What follows belongs to an exercise in optimizing a design on an open flow for small area; a production flow would make more cautious choices.
For this run, only the layout was checked, not whether the RTL still works.

==> flow/run.sh <==
#!/bin/bash
# synth_recipe.tcl (not shown) runs the flow's synth.tcl, then flattens the netlist and writes it again
# the make line also repeats each setting of config.mk as NAME=value (left out here)
make -C /OpenROAD-flow-scripts/flow DESIGN_CONFIG=/design/flow/config.mk WORK_HOME=/design/flow/orfs CLKGATE_MAP_FILE= SYNTH_SCRIPT=/design/flow/synth_recipe.tcl finish
==> flow/config.mk <==
export PLATFORM = sky130hd
export DESIGN_NAME = top
export DESIGN_NICKNAME = top
export VERILOG_FILES = /design/flow/design.v
export SDC_FILE = /design/flow/constraint.sdc
export NUM_CORES = 4
export LEC_CHECK = 0
export CAP_MARGIN = 20
export CORE_MARGIN = 2
export CORE_UTILIZATION = 40
export SLEW_MARGIN = 20
==> flow/constraint.sdc <==
create_clock -name core_clock -period 8.0 [get_ports {clk}]
set_input_delay 1.6000 -clock core_clock [delete_from_list [all_inputs] [get_ports {clk}]]
set_output_delay 1.6000 -clock core_clock [all_outputs]
set_load 0.01 [all_outputs]
==> flow/design.v <==
module two(clk, rst_n, in, valid_in, last_in, out, valid_out, last_out, ready);
	input wire clk, rst_n;
	input wire [32-1:0] in;
	input wire valid_in, last_in;
	output reg [32-1:0] out;
	output reg valid_out, last_out;
	output wire ready;
	reg [32-1:0] buff;
parameter [1:0] IDLE = 2'b00, S0 = 2'b01, S1 = 2'b10, S2 = 2'b11;
	reg [1:0] state;
	reg delay_last;
	wire we;
	wire S0_enable;
	wire S1_enable;
	wire S2_enable;
	wire S0toS1;
	wire S1toS2;
	wire S2toS1, S2toIDLE;
always @(posedge clk) begin
	if (!rst_n) begin
		state <= IDLE;
	end else begin
		case (state)
		IDLE : begin
			if (valid_in) begin
				state <= S0;
			end else begin
				state <= IDLE;
			end
		end
		S0 : begin
			if (S0toS1) begin
				state <= S1;
			end else begin
				state <= S0;
			end
		end
		S1 : begin
			if (S1toS2) begin
				state <= S2;
			end else begin
				state <= S1;
			end
		end
		S2 : begin
			if (S2toIDLE) begin
				state <= IDLE;
			end else if (S2toS1) begin
				state <= S1;
			end else begin
				state <= S2;
			end
		end
		endcase
	end
end
always @(posedge clk) begin
	if (!rst_n) begin
		buff <= 0;
		valid_out <= 0;
		last_out <= 0;
	end else begin
		if (S0_enable) begin
			buff <= in;
			valid_out <= 0;
			last_out <= 0;
		end else if (S1_enable) begin
			out <= (in > buff) ? in : buff;
			valid_out <= 1;
			last_out <= 0;
			buff <= (in > buff) ? buff : in;
		end else if (S2_enable) begin
			out <= buff;
			valid_out <= 1;
			last_out <= (S2toIDLE) ? 1 : 0;
			buff <= (we) ? in : buff;
		end else begin
			valid_out <= 0;
			last_out <= 0;
		end
	end
end
always @(posedge clk) begin
	if (!rst_n) begin
		delay_last <= 0;
	end else begin
		if (last_in) begin
			delay_last <= 1;
		end else if (S2toIDLE) begin
			delay_last <= 0;
		end else begin
			delay_last <= 0;
		end
	end
end
assign ready = (state != IDLE) & valid_in;
assign we = ready;
assign S0_enable = (state == S0) & we;
assign S1_enable = (state == S1) & we;
assign S2_enable = (state == S2);
assign S0toS1 = (state == S0) & we;
assign S1toS2 = (state == S1) & we;
assign S2toS1 = (state == S2) & we & !delay_last;
assign S2toIDLE = (state == S2) & delay_last;
endmodule
module four(clk, rst_n, in, valid_in, last_in, out, valid_out, last_out);
	input wire clk, rst_n;
	input wire [32-1:0] in;
	input wire valid_in, last_in;
	output reg [32-1:0] out;
	output reg valid_out, last_out;
	reg [32-1:0] fifo [4-1:0];
	reg [2-1:0] head;
	reg [1-1:0] tail0, tail1;
parameter [2:0] S0 = 3'b001, S1 = 3'b010, S2 = 3'b011, S3 = 3'b100, S4 = 3'b101;
	reg [2:0] state;
	reg delay_last;
	wire we;	 
	wire S0_enable, S1_enable, S2_enable, S3_enable, S4_enable;
	wire S0toS1;
	wire S1toS2, S1toS3;
	wire S2toS3, S2toS4;
	wire S3toS1, S3toS0;
	wire S4toS1, S4toS0;
	wire [32-1:0] mem0, mem1, mem2, mem3;
always @(posedge clk) begin
	if (!rst_n) begin
		state <= S0;
	end else begin
		case (state)
		S0 : begin
			if (S0toS1) begin
				state <= S1;
			end else begin
				state <= S0;
			end
		end
		S1 : begin
			if (S1toS2) begin
				state <= S2;
			end else if (S1toS3) begin
				state <= S3;
			end else begin
				state <= S1;
			end
		end
		S2 : begin
			if (S2toS3) begin
				state <= S3;
			end else if (S2toS4) begin
				state <= S4;
			end else begin
				state <= S2;
			end
		end
		S3 : begin
			if (S3toS1) begin
				state <= S1;
			end else if (S3toS0) begin
				state <= S0;
			end else begin
				state <= S3;
			end
		end
		S4 : begin
			if (S4toS1) begin
				state <= S1;
			end else if (S4toS0) begin
				state <= S0;
			end else begin
				state <= S4;
			end
		end
		endcase
	end
end
always @(posedge clk) begin
	if (!rst_n) begin
		head <= 0;
		tail0 <= 0;
		tail1 <= 0;
		valid_out <= 0;
		last_out <= 0;
	end else begin
		if (S0_enable) begin
			fifo[head] <= in;
			head <= head + 1;
		end
		else if (S1_enable) begin
			fifo[head] <= (in > fifo[tail0]) ? fifo[tail0] : in;
			out <= (in > fifo[tail0]) ? in : fifo[tail0];
			valid_out <= 1;
			last_out <= 0;
			head <= head + 1;
			tail0 <= (in > fifo[tail0]) ? tail0 : tail0 + 1;
			tail1 <= (in > fifo[tail0]) ? tail1 + 1 : tail1;
		end
		else if (S2_enable) begin
			fifo[head] <= in;
			out <= (fifo[tail1+2] > fifo[tail0]) ? fifo[tail1+2] : fifo[tail0];
			valid_out <= 1;
			last_out <= 0;
			head <= (we) ? head + 1 : head;
			tail0 <= (fifo[tail1+2] > fifo[tail0]) ? tail0 : tail0 + 1;
			tail1 <= (fifo[tail1+2] > fifo[tail0]) ? tail1 + 1 : tail1;
		end
		else if (S3_enable) begin
			fifo[head] <= in;
			out <= fifo[tail0];
			valid_out <= 1;
			last_out <= (S3toS0) ? 1 : 0;
			head <= (we && !delay_last) ? head + 1 : head;
			tail0 <= tail0 + 1;
		end
		else if (S4_enable) begin
			fifo[head] <= in;
			out <= fifo[tail1+2];
			valid_out <= 1;
			last_out <= (S4toS0) ? 1 : 0;
			head <= (we && !delay_last) ? head + 1 : head;
			tail1 <= tail1 + 1;
		end
		else begin
			valid_out <= 0;
			last_out <= 0;
		end
	end
end
always @(posedge clk) begin
	if (!rst_n) begin
		delay_last <= 0;
	end else begin
		if (last_in) begin
			delay_last <= 1;
		end else if (S3toS0 || S4toS0) begin
			delay_last <= 0;
		end else begin
			delay_last <= delay_last;
		end
	end
end
assign we = valid_in;
assign S0_enable = we & (state == S0);
assign S1_enable = (state == S1);
assign S2_enable = (state == S2);
assign S3_enable = (state == S3);
assign S4_enable = (state == S4);
assign S0toS1 = (state == S0) & (head == 1);
assign S1toS2 = (state == S1) & !(in > fifo[tail0]);
assign S1toS3 = (state == S1) & (in > fifo[tail0]) & (tail1 == 1);
assign S2toS3 = (state == S2) & (fifo[tail1+2] > fifo[tail0]) & (tail1 == 1);
assign S2toS4 = (state == S2) & !(fifo[tail1+2] > fifo[tail0]) & (tail0 == 1);
assign S3toS1 = (state == S3) & (tail0 == 1) & !delay_last;
assign S3toS0 = (state == S3) & (tail0 == 1) & delay_last;
assign S4toS1 = (state == S4) & (tail1 == 1) & !delay_last;
assign S4toS0 = (state == S4) & (tail1 == 1) & delay_last;
assign mem0 = fifo[0];
assign mem1 = fifo[1];
assign mem2 = fifo[2];
assign mem3 = fifo[3];
endmodule
module eight(clk, rst_n, in, valid_in, last_in, out, valid_out, last_out);
	input wire clk, rst_n;
	input wire [32-1:0] in;
	input wire valid_in, last_in;
	output reg [32-1:0] out;
	output reg valid_out, last_out;
	reg [32-1:0] fifo [8-1:0];
	reg [3-1:0] head;
	reg [2-1:0] tail0, tail1;
parameter [2:0] S0 = 3'b001, S1 = 3'b010, S2 = 3'b011, S3 = 3'b100, S4 = 3'b101;
	reg [2:0] state;
	reg delay_last;
	wire we;	 
	wire S0_enable, S1_enable, S2_enable, S3_enable, S4_enable;
	wire S0toS1;
	wire S1toS2, S1toS3;
	wire S2toS3, S2toS4;
	wire S3toS1, S3toS0;
	wire S4toS1, S4toS0;
	wire [32-1:0] mem0, mem1, mem2, mem3, mem4, mem5, mem6, mem7;
always @(posedge clk) begin
	if (!rst_n) begin
		state <= S0;
	end else begin
		case (state)
		S0 : begin
			if (S0toS1) begin
				state <= S1;
			end else begin
				state <= S0;
			end
		end
		S1 : begin
			if (S1toS2) begin
				state <= S2;
			end else if (S1toS3) begin
				state <= S3;
			end else begin
				state <= S1;
			end
		end
		S2 : begin
			if (S2toS3) begin
				state <= S3;
			end else if (S2toS4) begin
				state <= S4;
			end else begin
				state <= S2;
			end
		end
		S3 : begin
			if (S3toS1) begin
				state <= S1;
			end else if (S3toS0) begin
				state <= S0;
			end else begin
				state <= S3;
			end
		end
		S4 : begin
			if (S4toS1) begin
				state <= S1;
			end else if (S4toS0) begin
				state <= S0;
			end else begin
				state <= S4;
			end
		end
		endcase
	end
end
always @(posedge clk) begin
	if (!rst_n) begin
		head <= 0;
		tail0 <= 0;
		tail1 <= 0;
		valid_out <= 0;
		last_out <= 0;
	end else begin
		if (S0_enable) begin
			fifo[head] <= in;
			head <= head + 1;
		end
		else if (S1_enable) begin
			fifo[head] <= (in > fifo[tail0]) ? fifo[tail0] : in;
			out <= (in > fifo[tail0]) ? in : fifo[tail0];
			valid_out <= 1;
			last_out <= 0;
			head <= head + 1;
			tail0 <= (in > fifo[tail0]) ? tail0 : tail0 + 1;
			tail1 <= (in > fifo[tail0]) ? tail1 + 1 : tail1;
		end
		else if (S2_enable) begin
			fifo[head] <= in;
			out <= (fifo[tail1+4] > fifo[tail0]) ? fifo[tail1+4] : fifo[tail0];
			valid_out <= 1;
			last_out <= 0;
			head <= (we) ? head + 1 : head;
			tail0 <= (fifo[tail1+4] > fifo[tail0]) ? tail0 : tail0 + 1;
			tail1 <= (fifo[tail1+4] > fifo[tail0]) ? tail1 + 1 : tail1;
		end
		else if (S3_enable) begin
			fifo[head] <= in;
			out <= fifo[tail0];
			valid_out <= 1;
			last_out <= (S3toS0) ? 1 : 0;
			head <= (we && !delay_last) ? head + 1 : head;
			tail0 <= tail0 + 1;
		end
		else if (S4_enable) begin
			fifo[head] <= in;
			out <= fifo[tail1+4];
			valid_out <= 1;
			last_out <= (S4toS0) ? 1 : 0;
			head <= (we && !delay_last) ? head + 1 : head;
			tail1 <= tail1 + 1;
		end
		else begin
			valid_out <= 0;
			last_out <= 0;
		end
	end
end
always @(posedge clk) begin
	if (!rst_n) begin
		delay_last <= 0;
	end else begin
		if (last_in) begin
			delay_last <= 1;
		end else if (S3toS0 || S4toS0) begin
			delay_last <= 0;
		end else begin
			delay_last <= delay_last;
		end
	end
end
assign we = valid_in;
assign S0_enable = we & (state == S0);
assign S1_enable = (state == S1);
assign S2_enable = (state == S2);
assign S3_enable = (state == S3);
assign S4_enable = (state == S4);
assign S0toS1 = (state == S0) & (head == 3);
assign S1toS2 = (state == S1) & !(in > fifo[tail0]);
assign S1toS3 = (state == S1) & (in > fifo[tail0]) & (tail1 == 3);
assign S2toS3 = (state == S2) & (fifo[tail1+4] > fifo[tail0]) & (tail1 == 3);
assign S2toS4 = (state == S2) & !(fifo[tail1+4] > fifo[tail0]) & (tail0 == 3);
assign S3toS1 = (state == S3) & (tail0 == 3) & !delay_last;
assign S3toS0 = (state == S3) & (tail0 == 3) & delay_last;
assign S4toS1 = (state == S4) & (tail1 == 3) & !delay_last;
assign S4toS0 = (state == S4) & (tail1 == 3) & delay_last;
assign mem0 = fifo[0];
assign mem1 = fifo[1];
assign mem2 = fifo[2];
assign mem3 = fifo[3];
assign mem4 = fifo[4];
assign mem5 = fifo[5];
assign mem6 = fifo[6];
assign mem7 = fifo[7];
endmodule
module steen(clk, rst_n, in, valid_in, last_in, out, valid_out, last_out);
	input wire clk, rst_n;
	input wire [32-1:0] in;
	input wire valid_in, last_in;
	output reg [32-1:0] out;
	output reg valid_out, last_out;
	reg [32-1:0] fifo [16-1:0];
	reg [4-1:0] head;
	reg [3-1:0] tail0, tail1;
parameter [2:0] S0 = 3'b001, S1 = 3'b010, S2 = 3'b011, S3 = 3'b100, S4 = 3'b101;
	reg [2:0] state;
	reg delay_last;
	wire we;	 
	wire S0_enable, S1_enable, S2_enable, S3_enable, S4_enable;
	wire S0toS1;
	wire S1toS2, S1toS3;
	wire S2toS3, S2toS4;
	wire S3toS1, S3toS0;
	wire S4toS1, S4toS0;
	wire [32-1:0] mem0, mem1, mem2, mem3, mem4, mem5, mem6, mem7;
always @(posedge clk) begin
	if (!rst_n) begin
		state <= S0;
	end else begin
		case (state)
		S0 : begin
			if (S0toS1) begin
				state <= S1;
			end else begin
				state <= S0;
			end
		end
		S1 : begin
			if (S1toS2) begin
				state <= S2;
			end else if (S1toS3) begin
				state <= S3;
			end else begin
				state <= S1;
			end
		end
		S2 : begin
			if (S2toS3) begin
				state <= S3;
			end else if (S2toS4) begin
				state <= S4;
			end else begin
				state <= S2;
			end
		end
		S3 : begin
			if (S3toS1) begin
				state <= S1;
			end else if (S3toS0) begin
				state <= S0;
			end else begin
				state <= S3;
			end
		end
		S4 : begin
			if (S4toS1) begin
				state <= S1;
			end else if (S4toS0) begin
				state <= S0;
			end else begin
				state <= S4;
			end
		end
		endcase
	end
end
always @(posedge clk) begin
	if (!rst_n) begin
		head <= 0;
		tail0 <= 0;
		tail1 <= 0;
		valid_out <= 0;
		last_out <= 0;
	end else begin
		if (S0_enable) begin
			fifo[head] <= in;
			head <= head + 1;
		end
		else if (S1_enable) begin
			fifo[head] <= (in > fifo[tail0]) ? fifo[tail0] : in;
			out <= (in > fifo[tail0]) ? in : fifo[tail0];
			valid_out <= 1;
			last_out <= 0;
			head <= head + 1;
			tail0 <= (in > fifo[tail0]) ? tail0 : tail0 + 1;
			tail1 <= (in > fifo[tail0]) ? tail1 + 1 : tail1;
		end
		else if (S2_enable) begin
			fifo[head] <= in;
			out <= (fifo[tail1+8] > fifo[tail0]) ? fifo[tail1+8] : fifo[tail0];
			valid_out <= 1;
			last_out <= 0;
			head <= (we) ? head + 1 : head;
			tail0 <= (fifo[tail1+8] > fifo[tail0]) ? tail0 : tail0 + 1;
			tail1 <= (fifo[tail1+8] > fifo[tail0]) ? tail1 + 1 : tail1;
		end
		else if (S3_enable) begin
			fifo[head] <= in;
			out <= fifo[tail0];
			valid_out <= 1;
			last_out <= (S3toS0) ? 1 : 0;
			head <= (we && !delay_last) ? head + 1 : head;
			tail0 <= tail0 + 1;
		end
		else if (S4_enable) begin
			fifo[head] <= in;
			out <= fifo[tail1+8];
			valid_out <= 1;
			last_out <= (S4toS0) ? 1 : 0;
			head <= (we && !delay_last) ? head + 1 : head;
			tail1 <= tail1 + 1;
		end
		else begin
			valid_out <= 0;
			last_out <= 0;
		end
	end
end
always @(posedge clk) begin
	if (!rst_n) begin
		delay_last <= 0;
	end else begin
		if (last_in) begin
			delay_last <= 1;
		end else if (S3toS0 || S4toS0) begin
			delay_last <= 0;
		end else begin
			delay_last <= delay_last;
		end
	end
end
assign we = valid_in;
assign S0_enable = we & (state == S0);
assign S1_enable = (state == S1);
assign S2_enable = (state == S2);
assign S3_enable = (state == S3);
assign S4_enable = (state == S4);
assign S0toS1 = (state == S0) & (head == 7);
assign S1toS2 = (state == S1) & !(in > fifo[tail0]);
assign S1toS3 = (state == S1) & (in > fifo[tail0]) & (tail1 == 7);
assign S2toS3 = (state == S2) & (fifo[tail1+8] > fifo[tail0]) & (tail1 == 7);
assign S2toS4 = (state == S2) & !(fifo[tail1+8] > fifo[tail0]) & (tail0 == 7);
assign S3toS1 = (state == S3) & (tail0 == 7) & !delay_last;
assign S3toS0 = (state == S3) & (tail0 == 7) & delay_last;
assign S4toS1 = (state == S4) & (tail1 == 7) & !delay_last;
assign S4toS0 = (state == S4) & (tail1 == 7) & delay_last;
assign mem0 = fifo[0];
assign mem1 = fifo[1];
assign mem2 = fifo[2];
assign mem3 = fifo[3];
assign mem4 = fifo[4];
assign mem5 = fifo[5];
assign mem6 = fifo[6];
assign mem7 = fifo[7];
endmodule
module thtwo(clk, rst_n, in, valid_in, last_in, out, valid_out, last_out);
	input wire clk, rst_n;
	input wire [32-1:0] in;
	input wire valid_in, last_in;
	output reg [32-1:0] out;
	output reg valid_out, last_out;
	reg [32-1:0] fifo [32-1:0];
	reg [5-1:0] head;
	reg [4-1:0] tail0, tail1;
parameter [2:0] S0 = 3'b001, S1 = 3'b010, S2 = 3'b011, S3 = 3'b100, S4 = 3'b101;
	reg [2:0] state;
	reg delay_last;
	wire we;	 
	wire S0_enable, S1_enable, S2_enable, S3_enable, S4_enable;
	wire S0toS1;
	wire S1toS2, S1toS3;
	wire S2toS3, S2toS4;
	wire S3toS1, S3toS0;
	wire S4toS1, S4toS0;
	wire [32-1:0] mem0, mem1, mem2, mem3, mem4, mem5, mem6, mem7;
always @(posedge clk) begin
	if (!rst_n) begin
		state <= S0;
	end else begin
		case (state)
		S0 : begin
			if (S0toS1) begin
				state <= S1;
			end else begin
				state <= S0;
			end
		end
		S1 : begin
			if (S1toS2) begin
				state <= S2;
			end else if (S1toS3) begin
				state <= S3;
			end else begin
				state <= S1;
			end
		end
		S2 : begin
			if (S2toS3) begin
				state <= S3;
			end else if (S2toS4) begin
				state <= S4;
			end else begin
				state <= S2;
			end
		end
		S3 : begin
			if (S3toS1) begin
				state <= S1;
			end else if (S3toS0) begin
				state <= S0;
			end else begin
				state <= S3;
			end
		end
		S4 : begin
			if (S4toS1) begin
				state <= S1;
			end else if (S4toS0) begin
				state <= S0;
			end else begin
				state <= S4;
			end
		end
		endcase
	end
end
always @(posedge clk) begin
	if (!rst_n) begin
		head <= 0;
		tail0 <= 0;
		tail1 <= 0;
		valid_out <= 0;
		last_out <= 0;
	end else begin
		if (S0_enable) begin
			fifo[head] <= in;
			head <= head + 1;
		end
		else if (S1_enable) begin
			fifo[head] <= (in > fifo[tail0]) ? fifo[tail0] : in;
			out <= (in > fifo[tail0]) ? in : fifo[tail0];
			valid_out <= 1;
			last_out <= 0;
			head <= head + 1;
			tail0 <= (in > fifo[tail0]) ? tail0 : tail0 + 1;
			tail1 <= (in > fifo[tail0]) ? tail1 + 1 : tail1;
		end
		else if (S2_enable) begin
			fifo[head] <= in;
			out <= (fifo[tail1+16] > fifo[tail0]) ? fifo[tail1+16] : fifo[tail0];
			valid_out <= 1;
			last_out <= 0;
			head <= (we) ? head + 1 : head;
			tail0 <= (fifo[tail1+16] > fifo[tail0]) ? tail0 : tail0 + 1;
			tail1 <= (fifo[tail1+16] > fifo[tail0]) ? tail1 + 1 : tail1;
		end
		else if (S3_enable) begin
			fifo[head] <= in;
			out <= fifo[tail0];
			valid_out <= 1;
			last_out <= (S3toS0) ? 1 : 0;
			head <= (we && !delay_last) ? head + 1 : head;
			tail0 <= tail0 + 1;
		end
		else if (S4_enable) begin
			fifo[head] <= in;
			out <= fifo[tail1+16];
			valid_out <= 1;
			last_out <= (S4toS0) ? 1 : 0;
			head <= (we && !delay_last) ? head + 1 : head;
			tail1 <= tail1 + 1;
		end
		else begin
			valid_out <= 0;
			last_out <= 0;
		end
	end
end
always @(posedge clk) begin
	if (!rst_n) begin
		delay_last <= 0;
	end else begin
		if (last_in) begin
			delay_last <= 1;
		end else if (S3toS0 || S4toS0) begin
			delay_last <= 0;
		end else begin
			delay_last <= delay_last;
		end
	end
end
assign we = valid_in;
assign S0_enable = we & (state == S0);
assign S1_enable = (state == S1);
assign S2_enable = (state == S2);
assign S3_enable = (state == S3);
assign S4_enable = (state == S4);
assign S0toS1 = (state == S0) & (head == 15);
assign S1toS2 = (state == S1) & !(in > fifo[tail0]);
assign S1toS3 = (state == S1) & (in > fifo[tail0]) & (tail1 == 15);
assign S2toS3 = (state == S2) & (fifo[tail1+16] > fifo[tail0]) & (tail1 == 15);
assign S2toS4 = (state == S2) & !(fifo[tail1+16] > fifo[tail0]) & (tail0 == 15);
assign S3toS1 = (state == S3) & (tail0 == 15) & !delay_last;
assign S3toS0 = (state == S3) & (tail0 == 15) & delay_last;
assign S4toS1 = (state == S4) & (tail1 == 15) & !delay_last;
assign S4toS0 = (state == S4) & (tail1 == 15) & delay_last;
assign mem0 = fifo[0];
assign mem1 = fifo[1];
assign mem2 = fifo[2];
assign mem3 = fifo[3];
assign mem4 = fifo[4];
assign mem5 = fifo[5];
assign mem6 = fifo[6];
assign mem7 = fifo[7];
endmodule
module top(clk, rst_n, in, valid_in, last_in, out, valid_out, last_out, ready);
	input wire clk, rst_n;
	input wire [32-1:0] in;
	input wire valid_in, last_in;
	output wire [32-1:0] out;
	output wire valid_out, last_out;
	output wire ready;
	wire [32-1:0] out0, out1, out2, out3;
	wire valid_out0, valid_out1, valid_out2, valid_out3;
	wire last_out0, last_out1, last_out2, last_out3;
two tw0(.clk(clk), .rst_n(rst_n), .in(in), .valid_in(valid_in), .last_in(last_in), .out(out0), .valid_out(valid_out0), .last_out(last_out0), .ready(ready));
four f0(.clk(clk), .rst_n(rst_n), .in(out0), .valid_in(valid_out0), .last_in(last_out0), .out(out1), .valid_out(valid_out1), .last_out(last_out1));
eight e0(.clk(clk), .rst_n(rst_n), .in(out1), .valid_in(valid_out1), .last_in(last_out1), .out(out2), .valid_out(valid_out2), .last_out(last_out2));
steen s0(.clk(clk), .rst_n(rst_n), .in(out2), .valid_in(valid_out2), .last_in(last_out2), .out(out3), .valid_out(valid_out3), .last_out(last_out3));
thtwo t0(.clk(clk), .rst_n(rst_n), .in(out3), .valid_in(valid_out3), .last_in(last_out3), .out(out), .valid_out(valid_out), .last_out(last_out));
endmodule
==> results.yml <==
sta:
  fin_crit_sh: 0.799
  slew_violations: 0
  hold_viol: 0
  rsz0062_at_grt: "false"
  period_needed_ns: 6.39
  tns_ns: 0
  hold_slack_ns: 0.469
  tightest_slew_ns: 1.13
  fin_skew_ns: 0.0762
  fmax_mhz: 156
  setup_ws_ns: 1.61
  maxSlewHeadroom: 0.236
  setup_viol: 0
setup_path:
  cp_cell_sequence: "buf_4, mux4_2, mux2_2, o21ai_0, ha_1, nand4_1, nor4_1, nand2_1, a22o_1, o21ai_4, or2_4, o21ai_2, buf_4"
  crit_top_cell: "buf_4"
  crit_arrival_ns: 6.98
  crit_slowest_cell: "o21ai_0"
  cp.required_ns: 8.59
  critPathLaunchType: "register"
  worst-setup-path-type: "register to register"
  critPathMaxFanout: 64
  endpoint_kind: "register"
  critPathMaxStageDelay_ns: 0.87
synthesis:
  ys.flop_type: "edfxtp_1"
  seq_area_frac_synth: 0.697
  synth.most_common_cell: "edfxtp_1"
  synth.avg_cell_area_sq_um: 17.5
  synth_cell_types: 88
  syn_nets: 5641
  yosysWarnings: 5
  postSynth.asyncResetShare: 0
  netlist_top_cells_count: "edfxtp_1, mux4_2, nand2_1"
  yosysTopAreaCell: "edfxtp_1"
  synthTopCellsByArea: "edfxtp_1, mux4_2, ha_1"
  synth_edf_count: 2080
  syn_inst: 5294
  syn_area_sq_um: 92700
  yosys_register_bits: 2185
  netlist.area_leader.share: 0.674
floorplanning:
  coreArea_sq_um: 230000
  die_w_um: 485
  die_area_sq_um: 236000
  initial_utilization: 0.403
  num_io_pins: 71
  num_rows: 176
  die_h_um: 485
grt:
  grt_pass1_wl_um: 344000
  grtUsageTotal: 0.197
  grt_pass1_vias: 50167
  grt_max_degree: 82
  grt_overflow: 0
  antenna_found_initial: 3
clock_network:
  cts_tree: "done"
  cts.sinks: 2185
  htree_levels: 4
  clk_pin_slew_ns: 0.06
  cts_hold_buf: 0
  root_buffer: "clkbuf_16"
  post_cts_buffers: 0
  numCtsBuffers: 220
  clk_latency_ns: 0.88
  clk_path_buf_depth: 3
  cts-resized-gates: 0
job:
  cap_violations: 0
power_and_ir_drop:
  power_density_nw_per_um2: 215
  ir_worst_vdd_uv: 243
  clockPowerShare: 0.445
  p_seq_frac: 0.545
  p_total_mw: 22.7
  power_frac_comb: 0.010
  p_switching_mw: 4.53
  p_sw_frac: 0.199
  p_leak_nw: 33.4
  p_int_mw: 18.2
outcome:
  status: "timing/DRC/antenna clean"
detailed_routing:
  wirelength_um: 234000
  drc_errors: 0
  wl_per_cell_um: 26.8
  avgViaCountPerCell: 5.73
  drtIter0Drc: 4924
  dr.pass1.iters: 6
  dr_total_vias: 50042
  antenna_left: 0
worst_hold_path:
  hp-class: "register to register"
final_layout:
  syn2layout_area_growth_pct: 13.9
  finish.utilization: 0.459
  fillers: 19412
  drive_gt1_frac: 0.217
  layout.nets: 5873
placement:
  hpwl_um: 142000
  place_ws_ns: 1.72
  gp_congestion: 0.883
  numPortBuffers: 70
[cell families (layout without fill, tap and decap cells)]
family,Yosys count,count (layout),synth area share
multiplexers,752,752,0.144
other,0,4,0
adder cells (fa/ha/maj),311,311,0.0420
buffers and inverters,434,850,0.0190
AO/OA/AOI/OAI,772,772,0.0570
flip-flops,2185,2185,0.697
XOR/XNOR,11,11,0.00104
AND/OR/NAND/NOR,829,829,0.0400
[critical path, delay by kind of cell (launching register included)]
family / cells / cell delay, ns
compound gates: 4 / 1.79
mux: 2 / 0.81
simple gates: 4 / 1.45
fa+ha+maj: 1 / 0.27
flops: 1 / 0.85
buf+inv: 2 / 0.84
[cell type report]
class,instances,area (sq um),share of cell area
inverter,172,646,0.00612
tap,3026,3790,0.0359
timing repair buffer,272,2340,0.0222
multi-input combinational,2675,27000,0.256
clock inverter,122,1280,0.0121
antenna,4,10.0,0.0000949
clock buffer,284,5830,0.0552
sequential,2185,64600,0.612
[path summary, 6_finish.rpt]
check | start | to | slack (ns) | cells after the start
setup / recovery | register | t0.fifo[5][29] | 1.61 | 13
hold / removal | tw0.buff[10] | tw0.buff[10] | 0.47 | 2
setup reg to reg | register | t0.fifo[5][29] | 1.61 | 13
hold reg to reg | tw0.buff[10] | tw0.buff[10] | 0.47 | 2
[sequential cells by signal, summed over array words and instances, names as in the netlist, 4 cells and up, named ones only]
name,cells
e0.fifo,256
e0.out,32
f0.fifo,128
f0.out,32
s0.fifo,512
s0.head,4
s0.out,32
t0.fifo,1024
t0.head,5
t0.out,32
t0.tail0,4
t0.tail1,4
tw0.buff,32
tw0.out,32
[placed cells by master, fill, tap and decap left out, types with 32 or more instances in the layout]
cell / synthesis / routed
nor3_1: 52 / 46
nor2_4: 0 / 51
nand4_1: 58 / 58
dfxtp_1: 105 / 86
o211ai_1: 46 / 46
clkinv_1: 1 / 46
mux4_2: 458 / 458
mux2_2: 87 / 87
mux2i_1: 207 / 207
clkinv_2: 0 / 32
nand3_1: 75 / 75
buf_4: 7 / 192
ha_1: 311 / 311
clkbuf_16: 0 / 221
clkdlybuf4s50_1: 0 / 69
o21ai_0: 211 / 182
a21oi_1: 191 / 188
nand2_1: 347 / 345
nor2_1: 204 / 149
inv_1: 170 / 170
o21a_1: 35 / 35
clkbuf_1: 157 / 57
a221oi_2: 46 / 46
o22ai_1: 34 / 34
edfxtp_1: 2080 / 2080
[metal layers]
| metal | wire, um | global-route usage | vias to the layer above |
|---|---|---|---|
| met2 | 110000 | 0.314 | 1735 |
| met4 | 9540 | 0.0784 | 0 |
| met3 | 14100 | 0.0267 | 348 |
| li1 | - | - | 21848 |
| met5 | 0 | 0 | - |
| met1 | 100000 | 0.276 | 26111 |
[power groups by stage]
stage          sequential [mW]  clock [mW]  combinational (mW)
3_3_place_gp              12.6           0               0.220
5_1_grt                   12.4        10.8               0.253
6_report                  12.4        10.1               0.225
4_1_cts                   12.4        10.3               0.227
2_1_floorplan             12.6           0               0.147
3_5_place_dp              12.6           0               0.226
[stage by stage]
stage / cell area (sq um) / cells
2_1_floorplan: 92700 / 5294
3_3_place_gp: 98300 / 8327
3_5_place_dp: 98300 / 8328
4_1_cts: 105000 / 8734
5_1_grt: 106000 / 8739
6_report: 106000 / 8740

## static timing again, ports no longer ideal
In the flow no input, the clock included, has a driving cell. The finished layout below was timed again as built, in two steps. Step 1: set_driving_cell puts a clkbuf_16 on clk and a buf_2 on each other input, an assumption about the parent block. Step 2 moves the port delays by t, midway between the first and last clock arrival at a register: inputs arrive t later, outputs are due t later. That takes back most of the time a late clock gives input paths. a / b / c = no drivers / after step 1 / after step 2; a / b = the first two.
t, ns: 0.933
setup slack, ns: 1.607 / 1.607 / 1.607
hold slack, ns: 0.469 / 0.469 / 0.469
latest minus earliest clock arrival (ns): 0.077 / 0.078
pins driven straight from the clock port: 1
After both steps this run still meets setup and hold. For this run, drivers alone change the setup slack by 0.000 ns; drivers and shift together by 0.000 ns.
